Context: an optimization exercise on an open-source flow, tuned for a short achievable clock period and few clock cycles. The choices shown serve that exercise and are no tape-out recipe. Only simulation tests tie the RTL to the original design; equivalence was not proved. Power and IR drop assume default switching activity.

==> flow/design.v <==
module flopenrc 
#(parameter WIDTH = 8) (
	input logic clk,
  input logic rst_n,
  input logic en,
  input logic clear,
	input logic [WIDTH-1:0] d,
	output logic [WIDTH-1:0] q
);
always @(posedge clk) begin
  if(~rst_n) begin
    q <= 0;
  end else if(clear) begin
    q <= 0;
  end else if(en) begin
    q <= d;
  end
end
endmodule
module ram32x32 (
  input logic clk,
  input logic rst_n,
  input logic i_we,
  input logic [ 4:0] i_waddr,
  input logic [31:0] i_wdata,
  input logic [ 4:0] i_raddr1,
  input logic [ 4:0] i_raddr2,
  output logic [31:0] o_rdata1,
  output logic [31:0] o_rdata2
);
logic [31:0] data_ram_cell [0:31];
always_ff @(posedge clk) begin
  if (~rst_n) begin
    for (int i = 0; i < 32; i++) data_ram_cell[i] <= 32'b0;
  end else if (i_we) begin
    data_ram_cell[i_waddr] <= i_wdata;
  end
end
assign o_rdata1 = data_ram_cell[i_raddr1];
assign o_rdata2 = data_ram_cell[i_raddr2];
endmodule
module riscv_reg(
  input logic clk,
  input logic rst_n,
  input logic i_re1,
  input logic [4:0]  i_raddr1,
  input logic i_re2,
  input logic [4:0]  i_raddr2,
  input logic i_we,
  input logic [4:0] i_waddr,
  input logic [31:0] i_wdata,
  output logic [31:0] o_rdata1,
  output logic [31:0] o_rdata2
);
logic override1;
logic override2;
logic [31:0] or_rdata1;
logic [31:0] or_rdata2;
assign o_rdata1 = override1 ? 32'b0 : or_rdata1;
assign o_rdata2 = override2 ? 32'b0 : or_rdata2;
assign override1 = ~i_re1 || i_raddr1 == 5'b00000;
assign override2 = ~i_re2 || i_raddr2 == 5'b00000;
ram32x32 regfile(
  .clk(clk),
  .rst_n(rst_n),
  .i_we(i_we),
  .i_waddr(i_waddr),
  .i_wdata(i_wdata),
  .i_raddr1(i_raddr1),
  .i_raddr2(i_raddr2),
  .o_rdata1(or_rdata1),
  .o_rdata2(or_rdata2)
);
endmodule
module riscv_if(
  input logic clk,
  input logic rst_n,
  input logic i_ex_jmp,
  input logic i_id_jmp,
  input logic i_stall,
  input logic [31:0] i_boot_addr,
  input logic [31:0] i_ex_target,
  input logic [31:0] i_id_target, 
  output logic [31:0] o_pc,
  output logic [31:0] o_instr,
  output logic [31:0] o_imem_addr,
  input  logic [31:0] i_imem_data
);
logic [31:0] npc;
assign o_imem_addr = npc;
always_comb begin
  if (i_ex_jmp) begin
    npc = i_ex_target;
  end else if (i_id_jmp) begin
    npc = i_id_target;
  end else if (~i_stall) begin
    npc = o_pc;
  end else begin
    npc = o_pc + 4;
  end
end
always_ff @(posedge clk) begin
  if (~rst_n) begin
    o_instr <= 32'b0;
  end else if (~i_stall) begin
    o_instr <= o_instr;
  end else begin
    o_instr <= i_imem_data;
  end 
end
always_ff @(posedge clk) begin
  if (~rst_n) begin
    o_pc <= {i_boot_addr[31:2], 2'b00} - 4;
  end else begin
    o_pc <= npc;
  end
end
endmodule
module riscv_id(
  input logic [31:0] i_instr,
  output logic [6:0] o_opcode,
  output logic [6:0] o_funct7,
  output logic [2:0] o_funct3,
  output logic [31:0] o_imm_num,
  output logic o_src1_reg_en,
  output logic o_src2_reg_en,
  output logic [4:0] o_src1_reg_addr, 
  output logic [4:0] o_src2_reg_addr,
  output logic o_jal,
  output logic o_alures2reg,
  output logic o_memory2reg,
  output logic o_mem_write,
  output logic [4:0] o_dst_reg_addr
);
parameter OP_LUI    = 7'b0110111;
parameter OP_AUIPC  = 7'b0010111;
parameter OP_JAL    = 7'b1101111;
parameter OP_JALR   = 7'b1100111;
parameter OP_BRANCH = 7'b1100011;
parameter OP_LOAD   = 7'b0000011;
parameter OP_STORE  = 7'b0100011;
parameter OP_ALI    = 7'b0010011;  
parameter OP_ALR    = 7'b0110011;  
assign {o_funct7, o_src2_reg_addr, o_src1_reg_addr, o_funct3, o_dst_reg_addr, o_opcode} = i_instr;
localparam UKNOWN_TYPE = 3'd0, R_TYPE = 3'd1, I_TYPE = 3'd2, S_TYPE = 3'd3, B_TYPE = 3'd4, U_TYPE = 3'd5, J_TYPE = 3'd6;
logic [2:0] instr_type;
assign o_jal = (o_opcode == OP_JAL);
assign o_memory2reg = (o_opcode == OP_LOAD);
assign o_mem_write = (o_opcode == OP_STORE);
assign o_alures2reg = (o_opcode == OP_LUI || o_opcode == OP_AUIPC ||
                       o_opcode == OP_JAL || o_opcode == OP_JALR ||
                       o_opcode == OP_ALI || o_opcode == OP_ALR );
always_comb begin
  case(o_opcode)
    OP_LUI : instr_type = U_TYPE;
    OP_AUIPC : instr_type = U_TYPE;
    OP_JAL : instr_type = J_TYPE;
    OP_JALR : instr_type = I_TYPE;
    OP_BRANCH : instr_type = B_TYPE;
    OP_LOAD : instr_type = I_TYPE;
    OP_STORE : instr_type = S_TYPE;
    OP_ALI : instr_type = I_TYPE;
    OP_ALR : instr_type = R_TYPE;
    default : instr_type = UKNOWN_TYPE;
  endcase
end
always_comb begin
  case(instr_type)
    I_TYPE : o_imm_num = {{20{i_instr[31]}}, i_instr[31:20]};
    S_TYPE : o_imm_num = {{20{i_instr[31]}}, i_instr[31:25], i_instr[11:7]};
    B_TYPE : o_imm_num = {{20{i_instr[31]}}, i_instr[7], i_instr[30:25], i_instr[11:8], 1'b0};
    U_TYPE : o_imm_num = {i_instr[31:12], 12'h0};
    J_TYPE : o_imm_num = {{12{i_instr[31]}}, i_instr[19:12], i_instr[20], i_instr[30:21], 1'b0};
    default: o_imm_num = 0;
  endcase
end
always_comb begin
  case(instr_type)
    R_TYPE : {o_src2_reg_en, o_src1_reg_en} = 2'b11;
    I_TYPE : {o_src2_reg_en, o_src1_reg_en} = 2'b01;
    S_TYPE : {o_src2_reg_en, o_src1_reg_en} = 2'b11;
    B_TYPE : {o_src2_reg_en, o_src1_reg_en} = 2'b11;
    default: {o_src2_reg_en, o_src1_reg_en} = 2'b00;
  endcase
end
endmodule
module riscv_alu(
  input logic [6:0] i_opcode,
  input logic [6:0] i_funct7,
  input logic [2:0] i_funct3,
  input logic [31:0] i_num1,
  input logic [31:0] i_num2,
  input logic [31:0] i_imm_num,
  input logic [31:0] i_pc,
  output logic o_if_branch,
  output logic [31:0] o_num,
  output logic [31:0] o_pc
);
parameter OP_JALR   = 7'b1100111;
parameter OP_BRANCH = 7'b1100011;
parameter OP_BEQ    = 3'b000;
parameter OP_BNE    = 3'b001;
parameter OP_BLT    = 3'b100;
parameter OP_BGE    = 3'b101;
parameter OP_BLTU   = 3'b110;
parameter OP_BGEU   = 3'b111;
logic [ 4:0] shamt, shamt_rs;
logic [31:0] num1_plus_imm;
logic [31:0] pc_plus_imm;
logic signed [31:0] i_num1s, i_num2s, i_imm_nums;
assign shamt         = i_imm_num[4:0];
assign shamt_rs      = i_num2[4:0];
assign num1_plus_imm = i_num1 + i_imm_num;
assign pc_plus_imm   = i_pc + i_imm_num;
assign i_num1s       = i_num1;
assign i_num2s       = i_num2;
assign i_imm_nums    = i_imm_num;
always_comb begin : PC_handle
  case(i_opcode)
    OP_JALR: begin
      o_if_branch = 1'b1;
      o_pc        = {num1_plus_imm[31:1], 1'b0};
    end   
    OP_BRANCH: begin
      case(i_funct3)
        OP_BEQ:  o_if_branch = (i_num1  == i_num2 );
        OP_BNE:  o_if_branch = (i_num1  != i_num2 );
        OP_BLT:  o_if_branch = (i_num1s <  i_num2s);
        OP_BGE:  o_if_branch = (i_num1s >= i_num2s);
        OP_BLTU: o_if_branch = (i_num1  <  i_num2 );
        OP_BGEU: o_if_branch = (i_num1  >= i_num2 );
        default: o_if_branch = 1'b0;  
      endcase
      o_pc        = pc_plus_imm;
    end
    default: begin
      o_if_branch = 1'b0;  
      o_pc        = 32'b0;
    end
  endcase
end
always_comb begin : ONUM_handle
  casex({i_funct7,i_funct3,i_opcode})
    17'bxxxxxxx_xxx_0110111: o_num = i_imm_num;      
    17'bxxxxxxx_xxx_0010111: o_num = pc_plus_imm;    
    17'bxxxxxxx_xxx_110x111: o_num = i_pc + 4;       
    17'bxxxxxxx_000_0010011: o_num = num1_plus_imm;  
    17'bxxxxxxx_010_0010011: o_num = (i_num1s < i_imm_nums) ? 1 : 0;  
    17'bxxxxxxx_011_0010011: o_num = (i_num1 < i_imm_num) ? 1 : 0;  
    17'bxxxxxxx_100_0010011: o_num = i_num1 ^ i_imm_num;  
    17'bxxxxxxx_110_0010011: o_num = i_num1 | i_imm_num;  
    17'bxxxxxxx_111_0010011: o_num = i_num1 & i_imm_num;  
    17'b0000000_001_0010011: o_num = i_num1 << shamt;  
    17'b0000000_101_0010011: o_num = i_num1 >> shamt;  
    17'b0100000_101_0010011: o_num = i_num1s >>> shamt;  
    17'b0000000_000_0110011: o_num = i_num1 + i_num2;  
    17'b0100000_000_0110011: o_num = i_num1 - i_num2;  
    17'b0000000_001_0110011: o_num = i_num1 << shamt_rs;  
    17'b0000000_010_0110011: o_num = (i_num1s < i_num2s) ? 1 : 0;  
    17'b0000000_011_0110011: o_num = (i_num1 < i_num2) ? 1 : 0;  
    17'b0000000_100_0110011: o_num = i_num1 ^ i_num2;  
    17'b0000000_101_0110011: o_num = i_num1 >> shamt_rs;  
    17'b0100000_101_0110011: o_num = i_num1s >>> shamt_rs;  
    17'b0000000_110_0110011: o_num = i_num1 | i_num2;  
    17'b0000000_111_0110011: o_num = i_num1 & i_num2;  
    default:                 o_num = 0;  
  endcase
end
endmodule
module riscv_mem(
  input logic i_re,
  input logic i_we,
  input logic [2:0] i_funct3,
  input logic [31:0] i_addr,
  input logic [31:0] i_wdata,
  output logic [31:0] o_rdata,
  output logic [31:0] o_dmem_rd_addr,
  input  logic [31:0] i_dmem_rd_data,
  output logic o_dmem_wr_req,
  output logic [3:0] o_dmem_wr_be,
  output logic [31:0] o_dmem_wr_addr,
  output logic [31:0] o_dmem_wr_data
);
logic [31:0] addr_bus;
logic [1:0] addr_lsb;
logic [31:0] rdata;
logic [3:0] byte_enable;
logic [31:0] wdata;
assign addr_bus = {i_addr[31:2], 2'b00};
assign addr_lsb = i_addr[1:0];
assign o_dmem_rd_addr = i_re ? addr_bus : 32'b0;
assign rdata = i_dmem_rd_data;
assign o_dmem_wr_req = i_we;
assign o_dmem_wr_be = i_we ? byte_enable : 4'h0;
assign o_dmem_wr_addr = i_we ? addr_bus : 32'b0;
assign o_dmem_wr_data = i_we ? wdata : 32'b0;
always_comb begin
  casex(i_funct3)
    3'bx00: begin
      if (addr_lsb == 2'b00) begin 
        byte_enable = 4'b0001;
      end else if (addr_lsb == 2'b01) begin
        byte_enable = 4'b0010;
      end else if (addr_lsb == 2'b10) begin
        byte_enable = 4'b0100;
      end else begin
        byte_enable = 4'b1000;
      end
    end
    3'bx01: begin
      if (addr_lsb == 2'b00) begin 
        byte_enable = 4'b0011;
      end else if (addr_lsb == 2'b10) begin
        byte_enable = 4'b1100;
      end else begin
        byte_enable = 4'b0000;
      end
    end
    3'b010: begin
      if (addr_lsb == 2'b00) begin 
        byte_enable = 4'b1111;
      end else begin
        byte_enable = 4'b0000;
      end   
    end
    default: begin
      byte_enable = 4'b0000;
    end
  endcase
end
always_comb begin
  casex(i_funct3)
    3'bx00: begin
      if (addr_lsb == 2'b00) begin 
        wdata = {24'b0, i_wdata[7:0]};
      end else if (addr_lsb == 2'b01) begin
        wdata = {16'b0, i_wdata[7:0], 8'b0};
      end else if (addr_lsb == 2'b10) begin
        wdata = {8'b0, i_wdata[7:0], 16'b0};
      end else begin
        wdata = {i_wdata[7:0], 24'b0};
      end
    end
    3'bx01: begin
      if (addr_lsb == 2'b00) begin 
        wdata = {16'b0, i_wdata[15:0]};
      end else if (addr_lsb == 2'b10) begin
        wdata = {i_wdata[15:0], 16'b0};
      end else begin
        wdata = 32'b0;
      end
    end
    3'b010: begin
      if (addr_lsb == 2'b00) begin 
        wdata = i_wdata;
      end else begin
        wdata = 32'b0;
      end   
    end
    default: begin
      wdata = 32'b0;
    end
  endcase
end
always_comb begin
  if(i_re) begin
    case(i_funct3)
      3'b000: if (addr_lsb==2'b00) o_rdata = {{24{rdata[7]}}, rdata[7:0]};
              else if(addr_lsb==2'b01) o_rdata = {{24{rdata[15]}}, rdata[15:8]};
              else if(addr_lsb==2'b10) o_rdata = {{24{rdata[23]}}, rdata[23:16]};
              else o_rdata = {{24{rdata[31]}}, rdata[31:24]};
      3'b100: if (addr_lsb==2'b00) o_rdata = {24'b0, rdata[7:0]};
              else if(addr_lsb==2'b01) o_rdata = {24'b0, rdata[15: 8]};
              else if(addr_lsb==2'b10) o_rdata = {24'b0, rdata[23:16]};
              else o_rdata = {24'b0, rdata[31:24]};
      3'b001: if (addr_lsb==2'b00) o_rdata = {{16{rdata[15]}}, rdata[15:0]};
              else if(addr_lsb==2'b10) o_rdata = {{16{rdata[31]}}, rdata[31:16]};
              else o_rdata = 0;
      3'b101: if (addr_lsb==2'b00) o_rdata = {16'b0, rdata[15:0]};
              else if(addr_lsb==2'b10) o_rdata = {16'b0, rdata[31:16]};
              else o_rdata = 0;
      3'b010: if(addr_lsb==2'b00) o_rdata = rdata;
              else o_rdata = 0;
      default: o_rdata = 0;
    endcase
  end else begin
    o_rdata = 0;
  end
end
endmodule
module riscv_hazard(
  input logic clk,
  input logic rst_n,
  input logic i_src1_reg_en,
  input logic i_src2_reg_en,
  input logic [4:0] i_src1_reg_addr,
  input logic [4:0] i_src2_reg_addr,
  input logic i_dst_reg_enE,
  input logic i_dst_reg_enM,
  input logic i_dst_reg_enB,
  input logic [4:0] i_dst_reg_addrE,
  input logic [4:0] i_dst_reg_addrM,
  input logic [4:0] i_dst_reg_addrB,
  input logic i_jalD,  
  input logic i_ex_branchE,
  input logic i_bus_stallM,
  output logic o_stallFD,o_flushFD,
  output logic o_stallDE,o_flushDE,
  output logic o_stallEM,o_flushEM,
  output logic o_stallMB,o_flushMB,
  output logic o_stallF
);
logic [3:0] pipeline_stall;
logic [3:0] pipeline_flush;
logic stall_bus, stall_conflict;
assign {o_flushFD,o_flushDE,o_flushEM,o_flushMB} = pipeline_flush;
assign {o_stallFD,o_stallDE,o_stallEM,o_stallMB} = pipeline_stall;
assign o_stallF = stall_bus & stall_conflict;
always_comb begin
  if (~rst_n) begin
    pipeline_flush = 4'b0000;
    stall_conflict = 1'b1;
  end else if (i_ex_branchE) begin
    pipeline_flush = 4'b1100;
    stall_conflict = 1'b1;
  end else if (i_src1_reg_en && i_src1_reg_addr != 5'b00000) begin
    if (i_dst_reg_enE && i_dst_reg_addrE == i_src1_reg_addr) begin
      pipeline_flush = 4'b0100;
      stall_conflict = 1'b0;
    end else if (i_dst_reg_enM && i_dst_reg_addrM == i_src1_reg_addr) begin
      pipeline_flush = 4'b0100;
      stall_conflict = 1'b0;
    end else if (i_dst_reg_enB && i_dst_reg_addrB == i_src1_reg_addr) begin
      pipeline_flush = 4'b0100;
      stall_conflict = 1'b0;
    end else if (i_src2_reg_en && i_src2_reg_addr != 5'b00000) begin
      if (i_dst_reg_enE && i_dst_reg_addrE == i_src2_reg_addr) begin
        pipeline_flush = 4'b0100;
        stall_conflict = 1'b0;
      end else if (i_dst_reg_enM && i_dst_reg_addrM == i_src2_reg_addr) begin
        pipeline_flush = 4'b0100;
        stall_conflict = 1'b0;
      end else if (i_dst_reg_enB && i_dst_reg_addrB == i_src2_reg_addr) begin
        pipeline_flush = 4'b0100;
        stall_conflict = 1'b0;
      end else begin
        pipeline_flush = 4'b0000;
        stall_conflict = 1'b1;
      end
    end else begin
      pipeline_flush = 4'b0000;
      stall_conflict = 1'b1;
    end
  end else if (i_src2_reg_en && i_src2_reg_addr != 5'b00000) begin
    if (i_dst_reg_enE && i_dst_reg_addrE == i_src2_reg_addr) begin
      pipeline_flush = 4'b0100;
      stall_conflict = 1'b0;
    end else if (i_dst_reg_enM && i_dst_reg_addrM == i_src2_reg_addr) begin
      pipeline_flush = 4'b0100;
      stall_conflict = 1'b0;
    end else if (i_dst_reg_enB && i_dst_reg_addrB == i_src2_reg_addr) begin
      pipeline_flush = 4'b0100;
      stall_conflict = 1'b0;
    end else begin
      pipeline_flush = 4'b0000;
      stall_conflict = 1'b1;
    end
  end else if (i_jalD) begin
    pipeline_flush = 4'b1000;
    stall_conflict = 1'b1;
  end else begin
    pipeline_flush = 4'b0000;
    stall_conflict = 1'b1;
  end
end
always_comb begin
  stall_bus = 1;
  if (~rst_n) begin
    pipeline_stall = 4'b1111;
    stall_bus = 1;
  end else if (i_bus_stallM) begin
    pipeline_stall = 4'b0001;
    stall_bus = 0;
  end else if (i_src1_reg_en && i_src1_reg_addr != 5'b00000) begin
    if (i_dst_reg_enE && i_dst_reg_addrE == i_src1_reg_addr) begin
      pipeline_stall = 4'b0111;
    end else if (i_dst_reg_enM && i_dst_reg_addrM == i_src1_reg_addr) begin
      pipeline_stall = 4'b0111;
    end else if (i_dst_reg_enB && i_dst_reg_addrB == i_src1_reg_addr) begin
      pipeline_stall = 4'b0111;
    end else if (i_src2_reg_en && i_src2_reg_addr != 5'b00000) begin
      if (i_dst_reg_enE && i_dst_reg_addrE == i_src2_reg_addr) begin
        pipeline_stall = 4'b0111;
      end else if (i_dst_reg_enM && i_dst_reg_addrM == i_src2_reg_addr) begin
        pipeline_stall = 4'b0111;
      end else if (i_dst_reg_enB && i_dst_reg_addrB == i_src2_reg_addr) begin
        pipeline_stall = 4'b0111;
      end else begin
        pipeline_stall = 4'b1111;
      end
    end else begin
      pipeline_stall = 4'b1111;
    end
  end else if (i_src2_reg_en && i_src2_reg_addr != 5'b00000) begin
    if (i_dst_reg_enE && i_dst_reg_addrE == i_src2_reg_addr) begin
      pipeline_stall = 4'b0111;
    end else if (i_dst_reg_enM && i_dst_reg_addrM == i_src2_reg_addr) begin
      pipeline_stall = 4'b0111;
    end else if (i_dst_reg_enB && i_dst_reg_addrB == i_src2_reg_addr) begin
      pipeline_stall = 4'b0111;
    end else begin
      pipeline_stall = 4'b1111;
    end
  end else begin
    pipeline_stall = 4'b1111;
    stall_bus = 1;
  end
end
endmodule
module riscv_pipeline(
  input logic clk,
  input logic rst_n,
  input logic [31:0] i_boot_addr,
  output logic [31:0] imem_rd_addr,
  input  logic [31:0] imem_rd_data,
  output logic [31:0] dmem_rd_addr,
  input  logic [31:0] dmem_rd_data,
  output logic        dmem_wr_req,
  output logic [3:0]  dmem_wr_be,
  output logic [31:0] dmem_wr_addr,
  output logic [31:0] dmem_wr_data
);
logic [31:2] pcF;
logic        vD;
logic [31:0] instD;
logic [31:2] pcD;
logic        ptD;         
logic [31:2] ptgtD;       
logic [31:0] aE, bE, sdE;
logic [31:0] linkE;
logic [31:2] btgtE;
logic [31:2] pcE;
logic [31:2] ptgtE;
logic        ptE, jalE;
logic [4:0]  rdE;
logic [2:0]  f3E;
logic        wenE, loadE, storeE, brE, jalrE, predE;
logic        subE, arithE, cmpuE;
logic        selSumE, selLtE, selXorE, selOrE, selAndE, selSllE, selSrE, selLinkE;
logic [31:0] resM, sdM;
logic [3:0]  beM;
logic [4:0]  rdM;
logic [2:0]  f3M;
logic        wenM, loadM, wreqM;
logic [31:0] resW;
logic [4:0]  rdW;
logic        wenW;
logic [31:0] rf [1:31];
logic [31:1] rfv;
assign imem_rd_addr = {pcF, 2'b00};
localparam NB = 8;
logic [NB-1:0] bV, bPt, bUn;
logic [31:2]   bPc [NB];
logic [31:2]   bTg [NB];
logic [1:0]    bCt [NB];
logic [2:0]    bPtr;
logic [NB-1:0] hitF;
logic [31:2]   btbTgtF;
always_comb begin
  btbTgtF = '0;
  for (int i = 0; i < NB; i++) begin
    hitF[i] = bPt[i] & (bPc[i] == pcF);
    btbTgtF = btbTgtF | ({30{hitF[i]}} & bTg[i]);
  end
end
wire btbTakeF = |hitF;
logic        uV, uTaken, uUn;
logic [31:2] uPc, uTgt;
logic [NB-1:0] um;
always_comb for (int i = 0; i < NB; i++) um[i] = bV[i] & (bPc[i] == uPc);
wire uHit = |um;
always_ff @(posedge clk) begin
  if (~rst_n) begin
    bV <= '0; bPt <= '0; bPtr <= '0;
  end else if (uV) begin
    if (uHit) begin
      for (int i = 0; i < NB; i++) if (um[i]) begin
        logic [1:0] c;
        c = uTaken ? ((bCt[i] == 2'b11) ? 2'b11 : bCt[i] + 2'd1)
                   : ((bCt[i] == 2'b00) ? 2'b00 : bCt[i] - 2'd1);
        bCt[i] <= c;
        bTg[i] <= uTgt;
        bUn[i] <= uUn;
        bPt[i] <= uUn | c[1];
      end
    end else if (uTaken) begin
      bV[bPtr]  <= 1'b1;
      bPt[bPtr] <= 1'b1;
      bPc[bPtr] <= uPc;
      bTg[bPtr] <= uTgt;
      bCt[bPtr] <= 2'b10;
      bUn[bPtr] <= uUn;
      bPtr <= bPtr + 3'd1;
    end
  end
end
wire [4:0] opD  = instD[6:2];
wire [2:0] f3D  = instD[14:12];
wire [4:0] rdD  = instD[11:7];
wire [4:0] rs1D = instD[19:15];
wire [4:0] rs2D = instD[24:20];
logic isLuiD, isAuipcD, isJalD, isJalrD, isBrD, isLoadD, isStoreD, isAluiD, isAlurD;
logic use1D, use2D, wrD;
logic [31:0] immD;
wire isAluD = isAluiD | isAlurD;
wire [31:0] iF = imem_rd_data;
wire [4:0] opF = iF[6:2];
wire fLui   = opF == 5'b01101;
wire fAuipc = opF == 5'b00101;
wire fJal   = opF == 5'b11011;
wire fJalr  = opF == 5'b11001;
wire fBr    = opF == 5'b11000;
wire fLoad  = opF == 5'b00000;
wire fStore = opF == 5'b01000;
wire fAlui  = opF == 5'b00100;
wire fAlur  = opF == 5'b01100;
logic [31:0] immF;
always_comb begin
  if (fStore)            immF = {{20{iF[31]}}, iF[31:25], iF[11:7]};
  else if (fBr)          immF = {{20{iF[31]}}, iF[7], iF[30:25], iF[11:8], 1'b0};
  else if (fLui|fAuipc)  immF = {iF[31:12], 12'h0};
  else if (fJal)         immF = {{12{iF[31]}}, iF[19:12], iF[20], iF[30:21], 1'b0};
  else                   immF = {{20{iF[31]}}, iF[31:20]};
end
wire [31:0] pcD32 = {pcD, 2'b00};
wire [31:0] tgtD  = pcD32 + immD;
wire [31:0] link4D = pcD32 + 32'd4;
logic [31:0] resE;        
logic [31:0] mresM;       
wire [31:0] rf1 = (rs1D != 5'd0 && rfv[rs1D]) ? rf[rs1D] : 32'd0;
wire [31:0] rf2 = (rs2D != 5'd0 && rfv[rs2D]) ? rf[rs2D] : 32'd0;
wire e1 = wenE & (rdE == rs1D);
wire m1 = wenM & (rdM == rs1D);
wire w1 = wenW & (rdW == rs1D);
wire e2 = wenE & (rdE == rs2D);
wire m2 = wenM & (rdM == rs2D);
wire w2 = wenW & (rdW == rs2D);
wire [31:0] rs1n = m1 ? mresM : w1 ? resW : rf1;
wire [31:0] rs2n = m2 ? mresM : w2 ? resW : rf2;
wire [31:0] aEarly = isLuiD ? 32'd0 : (isAuipcD ? pcD32 : rs1n);
wire        aFromE = e1 & ~isLuiD & ~isAuipcD;
wire        bReg   = use2D & ~isStoreD;
wire [31:0] bEarly = bReg ? rs2n : immD;
wire        bFromE = e2 & bReg;
logic redirE, misE, jmisE;
logic killQ;
logic [31:2] altE;
wire vDk     = vD & ~killQ;
wire stallD  = vDk & loadE & ((use1D & (rdE == rs1D)) | (use2D & (rdE == rs2D)));
wire predD   = ~ptD & (isJalD | (isBrD & instD[31]));    
wire redirD  = vDk & predD & ~stallD;
wire goD     = vDk & ~stallD;               
wire [31:2] seqF  = btbTakeF ? btbTgtF : pcF + 30'd1;
wire [31:2] nextF = stallD ? pcF : (redirD ? tgtD[31:2] : seqF);
always_ff @(posedge clk) begin
  if (~rst_n) begin
    pcF   <= i_boot_addr[31:2];
    vD    <= 1'b0;
    killQ <= 1'b0;
  end else begin
    if (misE)         pcF <= altE;
    else if (jmisE)   pcF <= sumE[31:2];
    else              pcF <= nextF;
    if (~stallD) vD <= ~redirD;
    killQ <= redirE;
  end
end
always_ff @(posedge clk) begin
  if (~stallD) begin
    instD <= imem_rd_data;
    isLuiD <= fLui; isAuipcD <= fAuipc; isJalD <= fJal; isJalrD <= fJalr; isBrD <= fBr;
    isLoadD <= fLoad; isStoreD <= fStore; isAluiD <= fAlui; isAlurD <= fAlur;
    use1D <= fJalr | fBr | fLoad | fStore | fAlui | fAlur;
    use2D <= fBr | fStore | fAlur;
    wrD   <= (fLui | fAuipc | fJal | fJalr | fLoad | fAlui | fAlur) & (iF[11:7] != 5'd0);
    immD  <= immF;
    pcD   <= pcF;
    ptD   <= btbTakeF;
    ptgtD <= btbTgtF;
  end
end
always_ff @(posedge clk) begin
  if (~rst_n) begin
    wenE <= 1'b0; loadE <= 1'b0; storeE <= 1'b0; brE <= 1'b0; jalrE <= 1'b0; jalE <= 1'b0;
  end else begin
    jalE   <= goD & isJalD;
    wenE   <= goD & wrD;
    loadE  <= goD & isLoadD;
    storeE <= goD & isStoreD;
    brE    <= goD & isBrD;
    jalrE  <= goD & isJalrD;
  end
end
always_ff @(posedge clk) begin
  aE    <= (aFromE & selSumE) ? sumE : (aFromE ? resOE : aEarly);
  bE    <= (bFromE & selSumE) ? sumE : (bFromE ? resOE : bEarly);
  sdE   <= e2 ? resE : rs2n;
  linkE <= link4D;
  altE  <= (ptD | instD[31]) ? link4D[31:2] : tgtD[31:2];    
  btgtE <= tgtD[31:2];
  rdE   <= rdD;
  f3E   <= f3D;
  predE <= ptD | instD[31];
  ptE   <= ptD;
  ptgtE <= ptgtD;
  pcE   <= pcD;
  subE  <= isAlurD & (f3D == 3'b000) & instD[30];
  arithE <= instD[30];
  cmpuE <= isBrD ? f3D[1] : f3D[0];
  selSumE  <= isLuiD | isAuipcD | isLoadD | isStoreD | (isAluD & f3D == 3'b000);
  selLtE   <= isAluD & (f3D == 3'b010 || f3D == 3'b011);
  selXorE  <= isAluD & f3D == 3'b100;
  selOrE   <= isAluD & f3D == 3'b110;
  selAndE  <= isAluD & f3D == 3'b111;
  selSllE  <= isAluD & f3D == 3'b001;
  selSrE   <= isAluD & f3D == 3'b101;
  selLinkE <= isJalD | isJalrD;
end
wire [31:0] sumE = subE ? (aE - bE) : (aE + bE);
wire ltuE = aE < bE;
wire ltE  = (aE[31] ^ bE[31]) ? (cmpuE ? bE[31] : aE[31]) : ltuE;
wire eqE  = aE == bE;
wire [31:0] sllE = aE << bE[4:0];
wire signed [31:0] aEs = aE;
wire [31:0] sraE = aEs >>> bE[4:0];
wire [31:0] srE  = arithE ? sraE : (aE >> bE[4:0]);
logic [31:0] resOE;      
assign resOE = ({32{selLtE}}   & {31'd0, ltE})
            | ({32{selXorE}}  & (aE ^ bE))
            | ({32{selOrE}}   & (aE | bE))
            | ({32{selAndE}}  & (aE & bE))
            | ({32{selSllE}}  & sllE)
            | ({32{selSrE}}   & srE)
            | ({32{selLinkE}} & linkE);
assign resE = ({32{selSumE}} & sumE) | resOE;
wire condE  = f3E[2] ? ltE : eqE;
wire takenE = condE ^ f3E[0];
logic jeqE;
always_comb begin
  logic c;
  jeqE = 1'b1;
  c = (aE[1] & bE[1]) | ((aE[1] ^ bE[1]) & aE[0] & bE[0]);
  for (int i = 2; i < 32; i++) begin
    if ((aE[i] ^ bE[i] ^ c) != ptgtE[i]) jeqE = 1'b0;
    c = (aE[i] & bE[i]) | ((aE[i] ^ bE[i]) & ~ptgtE[i]);
  end
end
assign misE   = brE & ~killQ & (takenE ^ predE);
assign jmisE  = jalrE & ~killQ & ~(ptE & jeqE);
assign redirE = misE | jmisE;
logic [3:0]  beE;
logic [31:0] sdalE;
always_comb begin
  case (f3E[1:0])
    2'b00:   begin beE = 4'b0001 << sumE[1:0];         sdalE = {4{sdE[7:0]}};  end
    2'b01:   begin beE = sumE[1] ? 4'b1100 : 4'b0011;  sdalE = {2{sdE[15:0]}}; end
    default: begin beE = 4'b1111;                      sdalE = sdE;            end
  endcase
end
always_ff @(posedge clk) begin
  if (~rst_n) begin
    wenM <= 1'b0; loadM <= 1'b0; wreqM <= 1'b0; uV <= 1'b0;
  end else begin
    uV    <= (brE | jalrE | jalE) & ~killQ;
    wenM  <= wenE & ~killQ;
    loadM <= loadE & ~killQ;
    wreqM <= storeE & ~killQ;
  end
end
always_ff @(posedge clk) begin
  resM <= resE;
  uPc    <= pcE;
  uTgt   <= jalrE ? sumE[31:2] : btgtE;
  uTaken <= ~brE | takenE;
  uUn    <= ~brE;
  sdM  <= sdalE;
  beM  <= beE;
  rdM  <= rdE;
  f3M  <= f3E;
end
assign dmem_rd_addr = resM;
assign dmem_wr_req  = wreqM;
assign dmem_wr_be   = beM;
assign dmem_wr_addr = resM;
assign dmem_wr_data = sdM;
logic [31:0] ldM;
always_comb begin
  logic [7:0]  b;
  logic [15:0] h;
  case (resM[1:0])
    2'b00: b = dmem_rd_data[7:0];
    2'b01: b = dmem_rd_data[15:8];
    2'b10: b = dmem_rd_data[23:16];
    default: b = dmem_rd_data[31:24];
  endcase
  h = resM[1] ? dmem_rd_data[31:16] : dmem_rd_data[15:0];
  case (f3M[1:0])
    2'b00:   ldM = {{24{b[7] & ~f3M[2]}}, b};
    2'b01:   ldM = {{16{h[15] & ~f3M[2]}}, h};
    default: ldM = dmem_rd_data;
  endcase
end
assign mresM = loadM ? ldM : resM;
always_ff @(posedge clk) begin
  if (~rst_n) wenW <= 1'b0;
  else        wenW <= wenM;
end
always_ff @(posedge clk) begin
  resW <= mresM;
  rdW  <= rdM;
end
always_ff @(posedge clk) begin
  if (~rst_n) rfv <= '0;
  else if (wenW) rfv[rdW] <= 1'b1;
end
always_ff @(posedge clk) begin
  if (wenW) rf[rdW] <= resW;
end
endmodule
==> flow/flow/run.sh <==
#!/bin/bash
set -euo pipefail
bash standard.sh SETUP_SLACK_MARGIN=7 GPL_TIMING_DRIVEN=1 MATCH_CELL_FOOTPRINT=0 \
  'BUFFER_PORTS_ARGS=-buffer_cell sky130_fd_sc_hd__buf_4' finish > make_finish.log 2>&1
==> flow/standard.sh <==
#!/bin/bash
# synth_recipe.tcl (not shown) runs the flow's synth.tcl, then flattens the netlist and writes it again
# the make line also repeats each setting of config.mk as NAME=value (left out here)
make -C /OpenROAD-flow-scripts/flow DESIGN_CONFIG=/design/flow/config.mk WORK_HOME=/design/flow/orfs CLKGATE_MAP_FILE= SYNTH_SCRIPT=/design/flow/synth_recipe.tcl "${@:-finish}"
==> flow/config.mk <==
export PLATFORM = sky130hd
export DESIGN_NAME = riscv_pipeline
export DESIGN_NICKNAME = riscv_pipeline
export VERILOG_FILES = /design/flow/design.v
export SDC_FILE = /design/flow/constraint.sdc
export NUM_CORES = 4
export LEC_CHECK = 0
export CAP_MARGIN = 20
export CORE_MARGIN = 2
export CORE_UTILIZATION = 40
export SLEW_MARGIN = 20
==> flow/constraint.sdc <==
create_clock -name core_clock -period 10.0 [get_ports {clk}]
set_input_delay 2.0000 -clock core_clock [delete_from_list [all_inputs] [get_ports {clk}]]
set_output_delay 2.0000 -clock core_clock [all_outputs]
set_load 0.01 [all_outputs]
==> impl_metrics.ini, run 1 <==
[timing]
max_slew.worst_pin.slew_ps = 1164
fmax_mhz = 266.7
fin_skew_ps = 117.8
fin_crit_ps = 3750
finalHoldViolCount = 0
maxSlewHeadroom_pct = 22.33
rsz0062_at_grt = true
timing.final.crit_share_pct = 37.50
timing.setup.tns_ps = 0
slew_viol_final = 0
finalSetupViolCount = 0

[hold_path]
timing.hold.worst.class = register to register
timing.hold.worst_path_depth = 0
min_from = sdE[3]
hold_path_end = sdM[3]

[synthesis]
synth_seq_area_share_pct = 56.72
synth.yosys.warnings = 1
synth-simple-area-share_pct = 7.475
synth_ff_type = edfxtp_1
synth_compound_gate_area_share_pct = 8.411
synth_adder_area_share_pct = 1.900
synth_xor_area_share_pct = 5.718
synth.area.mux_share_pct = 16.73
syn_inst = 7707
synth_enable_flop_cells = 1626
synth.ff_latch_count = 2157
yosys.cell_types.count = 94
synth-async-reset-ratio_pct = 0
largest_family_of_logic_cells_by_synthesized_area = multiplexers
syn-cell-area_mm2 = 0.1048
synth_area_per_cell_um2 = 13.60

[setup_path]
critPathLaunchType = register
worst_setup_path_end_kind = register
cp.arrival_ps = 4390
criticalPathCategory = register to register
r2r_slack_ps = 6250
worstReg2RegStart = pcF[10]
critPathRequiredTime_ps = 10640
critPathMaxStageDelay_ps = 540
worstReg2RegEnd = pcF[25]
crit_slowest_cell = or4_4
cpMostUsedCell = mux2i_1
crit_path_cell_trace = buf_12 > buf_4 > xnor2_1 > nand4_1 > or4_4 > nor4_4 > clkbuf_16 > nor3_4 > nand3b_4 > mux2_2 > mux2i_1 > mux2i_1 > a221o_1
critPathMaxFanout = 6
r2r.worst_path.cells = 13

[pwr]
internal_power_uw = 16820
power.switching_fraction_pct = 28.80
p_per_area_mw_per_mm2 = 173.3
static-leakage-power_uw = 0.04779
vdd_drop_max_mv = 0.2083
power.share.clock_pct = 36.3
power_switching_uw = 6803
combinationalPowerShare_pct = 19.0
p_seq_share_pct = 44.7

[placed_design]
numPlacedInstances = 11070
gpl.final_weighted_congestion = 0.9799
detailed_place_hpwl_um = 254700
buffer_ports.inserted = 224

[routing]
post_drt_via_cell_ratio = 6.334
route.detailed.drc = 0
total_wire_length_um = 436600
dr.pass1.iters = 8
detail_route.wl_per_cell_um = 35.25
drt_iter0_drc = 11710
routed-via-count = 78440
route.antenna.remaining_nets = 0

[floorplan]
pin_count = 231
core_region_area_mm2 = 0.2602
start_util_pct = 40.29
fp.dieH_um = 515.9
fp.dieW_um = 515.9
design.die.area_mm2 = 0.2662
floorplan.rows = 187

[layout]
final.fill_count = 21390
seq_area_mm2 = 0.05989
fin_nets = 8924
fin_cells = 12390
most_common_library_cell_in_the_layout_ignoring_fill_and_taps = edfxtp_1
final_cell_mix = 1626 x edfxtp_1, 691 x buf_4, 654 x mux4_2
fin_util_pct = 52.38
post_route_cells_drive_above_1_share_pct = 38.32
multi_input_combinational_cell_area_mm2 = 0.04912
area.growth.synth_to_final_pct = 30.01

[clock_tree]
ctsHtreeMaxLevel = 4
cts_inserted_buffers = 226
cts.reportedPaths.clkPinSlew_ps = 70
clock_insertion_delay_worst_skew_ps = 940
cts_tree = done
clk_root_buffer_cell = clkbuf_16
hold_buffers = 0
tritoncts_num_sinks = 2157
max_root_sink_buffers = 3

[global_route]
track_usage_pct = 31.33
grt_pass1_vias = 75440
largest_net_degree_at_the_start_of_global_routing = 66
antenna_found_initial = 41
grt_first_pass_wirelength_um = 585400
grt.overflow.total = 0

[status]
outcome = no timing/DRC/antenna violations

[job]
maxCapViolations = 0
-- how the worst max path moves through the flow --
stage	to	startpoint	slack (ps)
3_3_place_gp	bE[31]	bE[2]	4710
2_1_floorplan	immD[0]	instD[15]	6180
5_1_grt	pcF[25]	pcF[6]	6080
3_5_place_dp	bE[31]	bE[2]	4690
4_1_cts	imem_rd_addr[9]	pcF[9]	6250
6_report	pcF[25]	pcF[10]	6250
-- cell usage after synthesis, types with 74 or more instances --
cell / instances / share of area (%)
edfxtp_1: 1626 / 47
dfxtp_1: 531 / 10
mux2i_1: 202 / 1.9
nand2_1: 435 / 1.6
nand3_1: 112 / 0.53
ha_1: 148 / 1.8
o21ai_0: 281 / 1.3
a21oi_1: 370 / 1.8
nor4_1: 78 / 0.47
nor2_1: 569 / 2.0
mux4_2: 654 / 14
nand4_1: 131 / 0.78
xor2_1: 222 / 1.9
xnor2_1: 456 / 3.8
clkbuf_1: 355 / 1.3
nor3_1: 103 / 0.49
inv_1: 214 / 0.77
buf_2: 106 / 0.51
o211ai_1: 74 / 0.53
-- power by group through the flow --
stage                     Combinational [uW]  Sequential, uW  Clock [uW]
after floorplan                         1820           10500           0
after global placement                  2940           10800           0
after detailed placement                2950           10800           0
after CTS                               4070           10500        8630
after global routing                    4590           10600        8990
final                                   4490           10600        8570
-- cell type report --
| cell class | count | area share [%] |
|---|---|---|
| Sequential cell | 2157 | 43.95 |
| Multi-Input combinational cell | 4809 | 36.04 |
| Timing Repair Buffer | 1251 | 10.41 |
| Clock buffer | 287 | 4.455 |
| Tap cell | 3496 | 3.210 |
| Clock inverter | 139 | 1.117 |
| Inverter | 219 | 0.7226 |
| Timing Repair inverter | 11 | 0.06886 |
| Antenna cell | 16 | 0.02938 |
-- stage by stage --
step	total power (uW)	hold slack (ps)	setup WS, ps	instance area (um^2)
finish	23620	298.0	6250	136300
CTS	23230	284.3	6250	131700
floorplan	12350	309.6	6180	106300
global route	24140	291.8	6079	136300
global placement	13700	311.6	4711	111600
detailed placement	13740	312.1	4686	111600
-- per-layer routing --
metal	routed length [um]	track usage, %
met1	154600	39.40
met3	46200	6.773
met2	199600	48.67
met4	36100	21.07
met5	80	0
-- flip-flops by register name, summed over array words and instances, names as in the netlist, 16 cells and up, named ones only --
signal  count
pcF        30
ptgtE      30
bPc       240
ptgtD      30
pcD        30
altE       30
aE         32
resM       32
linkE      30
resW       32
immD       32
rf        992
sdE        32
bE         32
uTgt       30
uPc        30
rfv        31
instD      19
sdM        32
pcE        30
btgtE      30
bTg       240
bCt        16
-- logic make-up after synthesis --
logic type,Yosys count
compound gates,1340
simple gates,1671
other cells,1
fa+ha+maj,159
xor+xnor,681
flops,2157
mux,926
buf+inv,772
-- critical path, delay by kind of cell, from the launching register on --
family	cells	cell delay, ps
AND/OR/NAND/NOR	5	1270
multiplexers	3	640
buffers and inverters	3	590
flip-flops	1	410
AO/OA/AOI/OAI	1	330
XOR/XNOR	1	180
-- repair_timing --
action / CTS / global route
gates cloned: 70 / 28
pin swaps: 244 / 262
setup buffers: 575 / 198
setup endpoints to repair: 1461 / 970
gates resized for setup: 1423 / 449
Testbench counts, summed over its fixed seeds: cycles 25,300.
==> run 2: changes to the inputs <==
--- a/flow/design.v
+++ b/flow/design.v
@@ -530,7 +530,9 @@
   output logic [31:0] dmem_wr_addr,
   output logic [31:0] dmem_wr_data
 );
-logic [31:2] pcF;
+logic [31:2] pcF;         
+logic [31:2] pcHn;        
+wire  [31:2] pcH = ~pcHn;
 logic        vD;
 logic [31:0] instD;
 logic [31:2] pcD;
@@ -569,7 +571,7 @@
 always_comb begin
   btbTgtF = '0;
   for (int i = 0; i < NB; i++) begin
-    hitF[i] = bPt[i] & (bPc[i] == pcF);
+    hitF[i] = bPt[i] & (bPc[i] == pcH);
     btbTgtF = btbTgtF | ({30{hitF[i]}} & bTg[i]);
   end
 end
@@ -660,17 +662,18 @@
 wire predD   = ~ptD & (isJalD | (isBrD & instD[31]));    
 wire redirD  = vDk & predD & ~stallD;
 wire goD     = vDk & ~stallD;               
-wire [31:2] seqF  = btbTakeF ? btbTgtF : pcF + 30'd1;
-wire [31:2] nextF = stallD ? pcF : (redirD ? tgtD[31:2] : seqF);
+wire [31:2] seqF  = btbTakeF ? btbTgtF : pcH + 30'd1;
+wire [31:2] nextF = stallD ? pcH : (redirD ? tgtD[31:2] : seqF);
+wire [31:2] newF  = misE ? altE : (jmisE ? sumE[31:2] : nextF);
 always_ff @(posedge clk) begin
   if (~rst_n) begin
     pcF   <= i_boot_addr[31:2];
+    pcHn  <= ~i_boot_addr[31:2];
     vD    <= 1'b0;
     killQ <= 1'b0;
   end else begin
-    if (misE)         pcF <= altE;
-    else if (jmisE)   pcF <= sumE[31:2];
-    else              pcF <= nextF;
+    pcF <= newF;
+    pcHn <= ~newF;
     if (~stallD) vD <= ~redirD;
     killQ <= redirE;
   end
@@ -684,7 +687,7 @@
     use2D <= fBr | fStore | fAlur;
     wrD   <= (fLui | fAuipc | fJal | fJalr | fLoad | fAlui | fAlur) & (iF[11:7] != 5'd0);
     immD  <= immF;
-    pcD   <= pcF;
+    pcD   <= pcH;
     ptD   <= btbTakeF;
     ptgtD <= btbTgtF;
   end
==> impl_metrics.ini, run 2 <==
[clock_tree]
hold_buffers = 0
cts_tree = done
cts.reportedPaths.clkPinSlew_ps = 60
ctsHtreeMaxLevel = 4
cts_inserted_buffers = 236
clock_insertion_delay_worst_skew_ps = 930
tritoncts_num_sinks = 2187
clk_root_buffer_cell = clkbuf_16
max_root_sink_buffers = 4

[timing]
rsz0062_at_grt = true
timing.final.crit_share_pct = 38.12
timing.setup.tns_ps = 0
max_slew.worst_pin.slew_ps = 1243
maxSlewHeadroom_pct = 16.84
fin_crit_ps = 3812
finalHoldViolCount = 0
fmax_mhz = 262.4
slew_viol_final = 0
worst_slack_ps = 6188
fin_skew_ps = 132.3
finalSetupViolCount = 0

[setup_path]
cpMostUsedCell = nand4_1
crit_slowest_cell = dfxtp_4
criticalPathCategory = register to register
critPathRequiredTime_ps = 10790
cp.arrival_ps = 4600
timing.critical_path.depth = 14
r2r.worst_path.cells = 14
cpLargestDelayFamily = simple AND/OR/NAND/NOR gates
worst_setup_path_end_kind = register
worst_path_buffer_plus_inverter_count = 2
critPathLaunchType = register
r2r_slack_ps = 6190
critPathMaxStageDelay_ps = 480
crit_path_cell_trace = inv_1 > ha_4 > nor2b_1 > o21ai_0 > nand4_1 > nor4_2 > nand4_1 > o311ai_4 > buf_6 > nand2_8 > or2_0 > a2bb2oi_2 > o221a_2 > a221o_1
critPathMaxFanout = 11

[layout]
max_ffs_per_register = 992
register_with_the_highest_flop_count = rf
fin_cells = 12640
reg.largest.list = rf: 992 flops, bPc: 240 flops, bTg: 240 flops
area.growth.synth_to_final_pct = 29.03
most_common_library_cell_in_the_layout_ignoring_fill_and_taps = edfxtp_1
post_route_cells_drive_above_1_share_pct = 37.50
fin_nets = 9138
final_cell_mix = 1596 x edfxtp_1, 653 x mux4_2, 644 x buf_4
final.fill_count = 21870

[global_route]
grt_pass1_vias = 76750
antenna_found_initial = 37
grt.overflow.total = 0
largest_net_degree_at_the_start_of_global_routing = 61
grt_first_pass_wirelength_um = 602000
track_usage_pct = 31.60

[pwr]
p_per_area_mw_per_mm2 = 174.3
final_total_power_uw = 23880
vdd_drop_max_mv = 0.1596
static-leakage-power_uw = 0.04798

[synthesis]
synth_ff_type = edfxtp_1
post-synth-top-area-cell = edfxtp_1
synth.top_cell.area_share_pct = 45.14
synth_seq_area_share_pct = 56.28
synth_area_per_cell_um2 = 13.38
synth-async-reset-ratio_pct = 0
synth_enable_flop_cells = 1596
syn-cell-area_mm2 = 0.1062
synth.ff_latch_count = 2187
yosys.cell_types.count = 99
synth.top_cells.by_count = 1596 x edfxtp_1, 653 x mux4_2, 608 x nor2_1
most_frequent_cell_after_synthesis = edfxtp_1
syn_inst = 7937
ys_top_cells_by_area = edfxtp_1 45%, mux4_2 14%, dfxtp_1 11%
synth.yosys.warnings = 1

[placed_design]
numPlacedInstances = 11360
dp_slack_ps = 4569
gpl.final_weighted_congestion = 1.025
buffer_ports.inserted = 224
detailed_place_hpwl_um = 263500

[routing]
met3WireLength_um = 44510
routed-via-count = 79950
highest_layer = met5
wl_met1_um = 163100
route.detailed.drc = 0
detail_route.wl_per_cell_um = 35.06
drt_iter0_drc = 11070
dr.pass1.iters = 7
total_wire_length_um = 443100
route.antenna.remaining_nets = 0
post_drt_via_cell_ratio = 6.326
dr_wl_met2_um = 202000

[floorplan]
core_region_area_mm2 = 0.2646
design.die.area_mm2 = 0.2696
floorplan.rows = 189
fp.dieH_um = 519.2
start_util_pct = 40.12
fp.dieW_um = 519.2
pin_count = 231

[hold_path]
timing.hold.worst.class = register to register
timing.hold.worst_path_depth = 0

[job]
maxCapViolations = 0

[status]
outcome = no timing/DRC/antenna violations
-- run 2: cell types whose count changed in the layout (fill, tap and decap cells not counted), moves of 40 or more --
cell	before	now
dfxtp_1	360	402
buf_12	190	146
xor2_1	216	265
xnor2_1	406	336
buf_6	275	329
buf_4	691	644
o21ai_0	154	194
a21oi_1	277	321
a222oi_1	59	1
-- run 2: logic make-up (layout without fill, tap and decap cells) --
| family | Yosys count | count (layout) | share of synthesized area [%] |
|---|---|---|---|
| DFF | 2187 | 2187 | 56.28 |
| other | 1 | 28 | 0.003532 |
| and+or+nand+nor | 1762 | 1777 | 7.879 |
| muxes | 900 | 900 | 16.24 |
| xor gates and xnor gates | 664 | 664 | 5.490 |
| adders and majority gates | 149 | 149 | 1.777 |
| AOI/OAI and AO/OA | 1493 | 1493 | 9.138 |
| buffers and inverters | 781 | 1908 | 3.184 |
-- run 2: cell type report --
cell class	count	area (um^2)	area share, %
timing repair inverter	8	67.56	0.04932
tap	3533	4420	3.227
multi-input combinational	4985	49690	36.27
sequential	2187	60240	43.97
antenna	26	65.06	0.04749
inverter	230	960.9	0.7014
timing repair buffer	1243	14100	10.29
clock buffer	304	6452	4.710
clock inverter	123	1005	0.7334
-- run 2: metal layers --
layer,vias to the layer above,GRT usage [%]
met3,1288,5.845
met4,12,19.54
met5,-,0
li1,32530,-
met1,40820,40.91
met2,5310,49.22
-- run 2: report_power, final --
part | internal, uW | switching, uW | total (uW)
clock network | 4850 | 3780 | 8630
registers | 10200 | 479 | 10700
logic | 1920 | 2640 | 4560
total | 17000 | 6910 | 23900
-- run 2: final timing paths --
check	from	end
setup reg to reg	aE[24]	pcF[24]
hold / removal	pcE[29]	uPc[29]
hold reg to reg	pcE[29]	uPc[29]
setup / recovery	aE[24]	pcF[24]
-- run 2: per-stage QoR --
step | area [um^2] | hold WS (ps) | utilization, %
2_1_floorplan | 107200 | 309.6 | -
3_3_place_gp | 112600 | 313.0 | 42.54
3_5_place_dp | 112600 | 312.7 | 42.55
4_1_cts | 133200 | 325.6 | 50.34
5_1_grt | 137000 | 330.1 | 51.76
6_report | 137000 | 325.1 | 51.77
-- run 2: repair_timing --
action / in CTS / in global routing
cloned: 86 / 12
pin swaps: 320 / 271
endpoints found under the setup margin: 1193 / 890
buffers inserted: 581 / 151
resized for setup: 1578 / 481
-- run 2: worst reg2reg max path: stages, from the launching register on --
cell	delay [ps]
dfxtp_4	480
inv_1	120
ha_4	320
nor2b_1	160
o21ai_0	210
nand4_1	150
nor4_2	340
nand4_1	280
o311ai_4	440
buf_6	240
nand2_8	90
or2_0	270
a2bb2oi_2	130
o221a_2	150
a221o_1	290
Testbench counts of run 2, summed over its fixed seeds: cycles 25,300.
==> run 3: changes to the inputs <==
--- a/flow/design.v
+++ b/flow/design.v
@@ -662,9 +662,19 @@
 wire predD   = ~ptD & (isJalD | (isBrD & instD[31]));    
 wire redirD  = vDk & predD & ~stallD;
 wire goD     = vDk & ~stallD;               
-wire [31:2] seqF  = btbTakeF ? btbTgtF : pcH + 30'd1;
-wire [31:2] nextF = stallD ? pcH : (redirD ? tgtD[31:2] : seqF);
-wire [31:2] newF  = misE ? altE : (jmisE ? sumE[31:2] : nextF);
+wire keepF   = ~misE & ~jmisE;
+wire selHold = keepF & stallD;
+wire selRedD = keepF & ~stallD & redirD;
+wire seqOk   = keepF & ~stallD & ~redirD;
+wire selBtb  = seqOk & btbTakeF;
+wire selSeq  = seqOk & ~btbTakeF;
+wire [31:2] pcInc = pcH + 30'd1;
+wire [31:2] newF  = ({30{misE}}    & altE)
+                  | ({30{jmisE}}   & sumE[31:2])
+                  | ({30{selHold}} & pcH)
+                  | ({30{selRedD}} & tgtD[31:2])
+                  | ({30{selBtb}}  & btbTgtF)
+                  | ({30{selSeq}}  & pcInc);
 always_ff @(posedge clk) begin
   if (~rst_n) begin
     pcF   <= i_boot_addr[31:2];
@@ -707,7 +717,7 @@
 always_ff @(posedge clk) begin
   aE    <= (aFromE & selSumE) ? sumE : (aFromE ? resOE : aEarly);
   bE    <= (bFromE & selSumE) ? sumE : (bFromE ? resOE : bEarly);
-  sdE   <= e2 ? resE : rs2n;
+  sdE   <= (e2 & selSumE) ? sumE : (e2 ? resOE : rs2n);
   linkE <= link4D;
   altE  <= (ptD | instD[31]) ? link4D[31:2] : tgtD[31:2];    
   btgtE <= tgtD[31:2];
==> impl_metrics.ini, run 3 <==
[timing]
rsz0062_at_grt = true
finalSetupViolCount = 0
timing.final.crit_share_pct = 38.82
fin_crit_ps = 3882
fin_skew_ps = 129.0
worst_slack_ps = 6118
max_slew.worst_pin.slew_ps = 1223
finalHoldViolCount = 0
fmax_mhz = 257.6
maxSlewHeadroom_pct = 18.09
timing.setup.tns_ps = 0
slew_viol_final = 0

[setup_path]
critPathRequiredTime_ps = 10780
crit_slowest_cell = or4_4
critPathLaunchType = register
cp.arrival_ps = 4670
critPathMaxStageDelay_ps = 560
criticalPathCategory = register to register
critPathMaxFanout = 4
worst_setup_path_end_kind = register
crit_path_cell_trace = clkinvlp_4 > buf_12 > ha_4 > buf_6 > buf_6 > o211ai_1 > o211ai_1 > buf_4 > nand4_1 > buf_6 > a211oi_4 > or4_4 > a31o_4 > o211ai_1 > xnor2_2 > buf_4 > buf_6 > a211oi_2 > o21bai_4 > mux2_4
cpMostUsedCell = buf_6

[global_route]
grt_pass1_vias = 74100
grt_first_pass_wirelength_um = 580400
largest_net_degree_at_the_start_of_global_routing = 77
antenna_found_initial = 29
grt.overflow.total = 0
track_usage_pct = 30.92

[floorplan]
start_util_pct = 40.19
floorplan.rows = 188
fp.dieH_um = 517.1
core_region_area_mm2 = 0.2620
pin_count = 231
design.die.area_mm2 = 0.2674
fp.dieW_um = 517.1

[synthesis]
yosys.cell_types.count = 102
synth_ff_type = edfxtp_1
most_frequent_cell_after_synthesis = edfxtp_1
syn_inst = 7703
synth_area_per_cell_um2 = 13.67
synth.yosys.warnings = 1
synth-async-reset-ratio_pct = 0
ys_top_cells_by_area = edfxtp_1 46%, mux4_2 14%, dfxtp_1 11%
synth_seq_area_share_pct = 56.75
synth.top_cell.area_share_pct = 45.51
syn-cell-area_mm2 = 0.1053
post-synth-top-area-cell = edfxtp_1
synth.ff_latch_count = 2187
synth.top_cells.by_count = 1596 x edfxtp_1, 648 x mux4_2, 591 x dfxtp_1
synth_enable_flop_cells = 1596

[layout]
final_cell_mix = 1596 x edfxtp_1, 648 x mux4_2, 615 x buf_4
reg.largest.list = rf: 992 flops, bPc: 240 flops, bTg: 240 flops
seq_area_mm2 = 0.06029
area.growth.synth_to_final_pct = 29.64
fin_cells = 12340
final.fill_count = 21470
register_with_the_highest_flop_count = rf
multi_input_combinational_cell_area_mm2 = 0.04949
post_route_cells_drive_above_1_share_pct = 39.08
fin_nets = 8854
most_common_library_cell_in_the_layout_ignoring_fill_and_taps = edfxtp_1
postLayoutCellArea_mm2 = 0.1365
max_ffs_per_register = 992
fin_util_pct = 52.10

[routing]
route.detailed.drc = 0
post_drt_via_cell_ratio = 6.333
route.antenna.remaining_nets = 0
total_wire_length_um = 431900
routed-via-count = 78160
drt_iter0_drc = 11630
detail_route.wl_per_cell_um = 34.99
dr.pass1.iters = 7

[clock_tree]
clk_root_buffer_cell = clkbuf_16
cts_tree = done
cts_inserted_buffers = 227
tritoncts_num_sinks = 2187
cts.reportedPaths.clkPinSlew_ps = 70
ctsHtreeMaxLevel = 4
max_root_sink_buffers = 3
clock_insertion_delay_worst_skew_ps = 980

[placed_design]
buffer_ports.inserted = 224
numPlacedInstances = 11090
gpl.final_weighted_congestion = 0.9920
detailed_place_hpwl_um = 254800
post_dp_cell_area_mm2 = 0.1121
dp_slack_ps = 4703

[pwr]
static-leakage-power_uw = 0.04783
vdd_drop_max_mv = 0.2007
p_per_area_mw_per_mm2 = 170.0

[status]
outcome = no timing/DRC/antenna violations

[job]
maxCapViolations = 0

[hold_path]
timing.hold.worst.class = register to register
## run 3: what timing repair did
action / in CTS / in global routing
endpoints found under the setup margin: 1146 / 982
hold buffers: 0 / 0
buffers inserted: 487 / 212
gates cloned: 76 / 27
resized for setup: 1464 / 530
pin swaps: 266 / 274
## run 3: cell type report
class / instances / share of cell area, %
multi-input combinational: 4762 / 36.25
clock inverter: 132 / 1.100
timing repair inverter: 5 / 0.03299
inverter: 237 / 0.7249
timing repair buffer: 1185 / 9.854
clock buffer: 300 / 4.625
sequential: 2187 / 44.16
antenna: 20 / 0.03666
tap: 3515 / 3.221
## run 3: critical path: cells and delay by family, from the launching register on
family	cells	cell delay, ps
buffers and inverters	8	1060
AO/OA/AOI/OAI	7	920
flip-flops	1	370
XOR/XNOR	1	170
multiplexers	1	290
adder cells (fa/ha/maj)	1	260
AND/OR/NAND/NOR	2	660
## run 3: layer usage
| layer | routed length [um] | GRT usage [%] | vias to the layer above |
|---|---|---|---|
| met1 | 156800 | 39.48 | 39940 |
| met5 | 24 | 0 | - |
| li1 | - | - | 31590 |
| met4 | 33060 | 18.70 | 4 |
| met2 | 198500 | 48.67 | 5269 |
| met3 | 43550 | 6.117 | 1361 |
## run 3: report_power, final
part / leakage [uW] / switching (uW) / total (uW) / internal, uW
registers: 0.0198 / 490 / 10600 / 10200
logic: 0.0243 / 2160 / 3750 / 1600
clock network: 0.00381 / 3810 / 8800 / 5000
total: 0.0478 / 6450 / 23200 / 16800
## run 3: path summary, 6_finish.rpt
path	startpoint	to	slack [ps]	cells after the start
max	bE[4]	bE[29]	6120	20
min	ptgtD[30]	ptgtE[30]	290	0
max reg2reg	bE[4]	bE[29]	6120	20
min reg2reg	ptgtD[30]	ptgtE[30]	290	0
## run 3: cell families (layout without fill, tap and decap cells)
kind of cell | count (synthesis) | in the layout | share of synthesized area, %
DFF | 2187 | 2187 | 56.75
and+or+nand+nor | 1641 | 1664 | 7.431
AOI/OAI and AO/OA | 1338 | 1338 | 8.550
muxes | 947 | 948 | 16.85
buffers and inverters | 779 | 1859 | 3.115
xor gates and xnor gates | 659 | 659 | 5.488
adders and majority gates | 151 | 151 | 1.816
other | 1 | 22 | 0.003561
## run 3: through the flow
step / hold slack [ps] / total power [uW]
6_report: 293.0 / 23210
5_1_grt: 295.8 / 23720
4_1_cts: 289.9 / 22840
3_5_place_dp: 313.2 / 13430
3_3_place_gp: 314.6 / 13400
2_1_floorplan: 309.6 / 12180
Testbench counts of run 3, summed over its fixed seeds: cycles 25,300.
==> run 4: changes to the inputs <==
--- a/flow/design.v
+++ b/flow/design.v
@@ -538,7 +538,9 @@
 logic [31:2] pcD;
 logic        ptD;         
 logic [31:2] ptgtD;       
-logic [31:0] aE, bE, sdE;
+logic [31:0] aE, bE, sdE;     
+logic [31:0] aXn, bXn;         
+wire  [31:0] aX = ~aXn, bX = ~bXn;
 logic [31:0] linkE;
 logic [31:2] btgtE;
 logic [31:2] pcE;
@@ -717,6 +719,8 @@
 always_ff @(posedge clk) begin
   aE    <= (aFromE & selSumE) ? sumE : (aFromE ? resOE : aEarly);
   bE    <= (bFromE & selSumE) ? sumE : (bFromE ? resOE : bEarly);
+  aXn   <= ~((aFromE & selSumE) ? sumE : (aFromE ? resOE : aEarly));
+  bXn   <= ~((bFromE & selSumE) ? sumE : (bFromE ? resOE : bEarly));
   sdE   <= (e2 & selSumE) ? sumE : (e2 ? resOE : rs2n);
   linkE <= link4D;
   altE  <= (ptD | instD[31]) ? link4D[31:2] : tgtD[31:2];    
@@ -740,18 +744,18 @@
   selLinkE <= isJalD | isJalrD;
 end
 wire [31:0] sumE = subE ? (aE - bE) : (aE + bE);
-wire ltuE = aE < bE;
-wire ltE  = (aE[31] ^ bE[31]) ? (cmpuE ? bE[31] : aE[31]) : ltuE;
-wire eqE  = aE == bE;
-wire [31:0] sllE = aE << bE[4:0];
-wire signed [31:0] aEs = aE;
-wire [31:0] sraE = aEs >>> bE[4:0];
-wire [31:0] srE  = arithE ? sraE : (aE >> bE[4:0]);
+wire ltuE = aX < bX;
+wire ltE  = (aX[31] ^ bX[31]) ? (cmpuE ? bX[31] : aX[31]) : ltuE;
+wire eqE  = aX == bX;
+wire [31:0] sllE = aX << bX[4:0];
+wire signed [31:0] aXs = aX;
+wire [31:0] sraE = aXs >>> bX[4:0];
+wire [31:0] srE  = arithE ? sraE : (aX >> bX[4:0]);
 logic [31:0] resOE;      
 assign resOE = ({32{selLtE}}   & {31'd0, ltE})
-            | ({32{selXorE}}  & (aE ^ bE))
-            | ({32{selOrE}}   & (aE | bE))
-            | ({32{selAndE}}  & (aE & bE))
+            | ({32{selXorE}}  & (aX ^ bX))
+            | ({32{selOrE}}   & (aX | bX))
+            | ({32{selAndE}}  & (aX & bX))
             | ({32{selSllE}}  & sllE)
             | ({32{selSrE}}   & srE)
             | ({32{selLinkE}} & linkE);
@@ -762,10 +766,10 @@
 always_comb begin
   logic c;
   jeqE = 1'b1;
-  c = (aE[1] & bE[1]) | ((aE[1] ^ bE[1]) & aE[0] & bE[0]);
+  c = (aX[1] & bX[1]) | ((aX[1] ^ bX[1]) & aX[0] & bX[0]);
   for (int i = 2; i < 32; i++) begin
-    if ((aE[i] ^ bE[i] ^ c) != ptgtE[i]) jeqE = 1'b0;
-    c = (aE[i] & bE[i]) | ((aE[i] ^ bE[i]) & ~ptgtE[i]);
+    if ((aX[i] ^ bX[i] ^ c) != ptgtE[i]) jeqE = 1'b0;
+    c = (aX[i] & bX[i]) | ((aX[i] ^ bX[i]) & ~ptgtE[i]);
   end
 end
 assign misE   = brE & ~killQ & (takenE ^ predE);
==> impl_metrics.ini, run 4 <==
[status]
outcome = no timing/DRC/antenna violations

[timing]
rsz0062_at_grt = true
maxSlewHeadroom_pct = 21.53
fin_skew_ps = 89.03
fin_crit_ps = 4596
fmax_mhz = 217.6
finalSetupViolCount = 0
finalHoldViolCount = 0
max_slew.worst_pin.slew_ps = 1175
timing.final.crit_share_pct = 45.96
timing.setup.tns_ps = 0
slew_viol_final = 0

[setup_path]
criticalPathCategory = register to register
crit_path_cell_trace = nor4_4 > nand2b_1 > buf_4 > and4bb_4 > nor2_1 > xnor2_1 > ha_2 > and3_4 > nand4_1 > o21a_4 > buf_12 > o21ai_4 > a21oi_4 > o41ai_4 > xor2_1 > buf_6 > a311oi_2 > or3_4
critPathRequiredTime_ps = 10760
critPathLaunchType = register
cp.arrival_ps = 5360
critPathMaxStageDelay_ps = 490
critPathMaxFanout = 7
crit_slowest_cell = ha_2
cpLargestDelayFamily = simple AND/OR/NAND/NOR gates
worst_path_buffer_plus_inverter_count = 3
worst_setup_path_end_kind = register

[layout]
post_route_cells_drive_above_1_share_pct = 37.23
reg.largest.list = rf: 992 flops, bPc: 240 flops, bTg: 240 flops
fin_nets = 9175
final_cell_mix = 1596 x edfxtp_1, 653 x mux4_2, 624 x buf_4
max_ffs_per_register = 992
most_common_library_cell_in_the_layout_ignoring_fill_and_taps = edfxtp_1
register_with_the_highest_flop_count = rf
area.growth.synth_to_final_pct = 27.88

[pwr]
vdd_drop_max_mv = 0.1761
static-leakage-power_uw = 0.04946
final_total_power_uw = 24260
p_per_area_mw_per_mm2 = 174.6

[floorplan]
core_region_area_mm2 = 0.2705
pin_count = 231
fp.dieH_um = 525.2
design.die.area_mm2 = 0.2758
floorplan.rows = 191
fp.dieW_um = 525.2
start_util_pct = 40.16

[clock_tree]
max_root_sink_buffers = 4
cts_tree = done
cts_inserted_buffers = 239
ctsHtreeMaxLevel = 4
hold_buffers = 0
tritoncts_num_sinks = 2251
clk_root_buffer_cell = clkbuf_16
cts.reportedPaths.clkPinSlew_ps = 70
clock_insertion_delay_worst_skew_ps = 960

[synthesis]
synth-async-reset-ratio_pct = 0
synth_area_per_cell_um2 = 13.63
synth.top_cells.by_count = 1596 x edfxtp_1, 655 x dfxtp_1, 653 x mux4_2
synth.top_cell.area_share_pct = 44.11
synth.ff_latch_count = 2251
synth_seq_area_share_pct = 56.18
syn-cell-area_mm2 = 0.1087
syn_inst = 7973
most_frequent_cell_after_synthesis = edfxtp_1
ys_top_cells_by_area = edfxtp_1 44%, mux4_2 14%, dfxtp_1 12%
yosys.cell_types.count = 109
synth_ff_type = edfxtp_1
synth_enable_flop_cells = 1596
synth.yosys.warnings = 1
post-synth-top-area-cell = edfxtp_1

[job]
maxCapViolations = 0

[global_route]
gr-usage-met2_pct = 48.15
grt.overflow.total = 0
gr-usage-met1_pct = 39.20
grt_pass1_vias = 77720
track_usage_pct = 31.46
grt.met3_usage_pct = 7.835
largest_net_degree_at_the_start_of_global_routing = 70
grt_first_pass_wirelength_um = 612000
most_used_layer_global_route = met2
antenna_found_initial = 48

[routing]
post_drt_via_cell_ratio = 6.336
route.antenna.remaining_nets = 0
routed-via-count = 80450
total_wire_length_um = 452500
route.detailed.drc = 0
drt_iter0_drc = 11220
detail_route.wl_per_cell_um = 35.64
dr.pass1.iters = 8

[placed_design]
gpl.final_weighted_congestion = 0.9832
detailed_place_hpwl_um = 268800
buffer_ports.inserted = 224

[hold_path]
timing.hold.worst.class = register to register
==> run 4: routing by layer <==
| metal | vias up | routed length, um |
|---|---|---|
| li1 | 32830 | - |
| met1 | 40830 | 160900 |
| met2 | 5394 | 203300 |
| met3 | 1389 | 51250 |
| met4 | 14 | 37000 |
| met5 | - | 103 |
==> run 4: timing repair <==
action,CTS,global route
resized for setup,1332,432
cloned,79,12
setup buffers,493,193
pin swaps,242,246
setup endpoints to repair,1162,1224
==> run 4: worst paths after layout <==
path         cells after the start  slack, ps      end  startpoint
max                             18       5400  aXn[30]       bE[6]
min                              0        300  uPc[10]     pcE[10]
max reg2reg                     18       5400  aXn[30]       bE[6]
min reg2reg                      0        300  uPc[10]     pcE[10]
==> run 4: final cells by class <==
type / count / area [um^2]
flip-flops and latches: 2251 / 61540
repair buffers: 1160 / 12770
diodes: 23 / 57.56
well taps: 3570 / 4467
clock buffers: 316 / 6615
clock inverters: 132 / 1341
repair inverters: 10 / 146.4
inverters: 252 / 1159
fillers: 22390 / 131600
multi-input cells: 4983 / 50850
==> run 4: cell families after synthesis <==
family / synth area share (%)
other: 0.003451
xor gates and xnor gates: 5.626
muxes: 16.55
and+or+nand+nor: 8.251
AOI/OAI and AO/OA: 8.237
buffers and inverters: 3.040
DFF: 56.18
adders and majority gates: 2.114
==> run 4: where the power goes <==
part	internal (uW)	switching, uW
registers	10500	501
logic	1730	2410
clock network	5210	3920
==> run 4: through the flow <==
step                      utilization, %  hold slack [ps]  setup WS (ps)  std cells  instance area (um^2)
after global routing               51.35            326.1           5252      12690                138900
after CTS                          49.88            322.4           5407      12470                134900
final                              51.36            300.4           5404      12700                138900
after global placement             42.72            312.2           4511      11450                115600
after floorplan                        -            309.6           5865       7974                110200
after detailed placement           42.72            312.1           4507      11450                115600
Testbench counts of run 4, summed over its fixed seeds: cycles 25,300.

## static timing again, ports no longer ideal
The flow's constraints put no driver on any port. The routed layouts listed below were extracted and timed again, unchanged, in two steps. Step 1: set_driving_cell puts a clkbuf_16 on clk and a buf_2 on each other input, an assumption about the parent block. Step 2 also shifts input and output timing later by t, the mid clock arrival at the registers, as if the neighbouring blocks saw the same clock. Three values: no drivers, after step 1, after step 2; two values: the first two.
run | t, ns | slack for setup (ns) | worst hold slack (ns) | worst setup path at the end | cell pins on the clock port's net
run 1 | 0.999 | 6.250 / 6.160 / 5.758 | 0.298 / 0.298 / 0.298 | input to register | 1
run 2 | 0.972 | 6.188 / 6.188 / 5.530 | 0.325 / 0.325 / 0.325 | input to register | 1
run 3 | 0.994 | 6.118 / 6.118 / 5.561 | 0.293 / 0.293 / 0.293 | input to register | 1
run 4 | 0.998 | 5.404 / 5.404 / 5.404 | 0.300 / 0.300 / 0.300 | register to register | 1
After both steps every run listed still meets setup and hold. The setup slack of run 2, which loses most, moves by 0.000 ns with the drivers and by -0.658 ns with both steps.
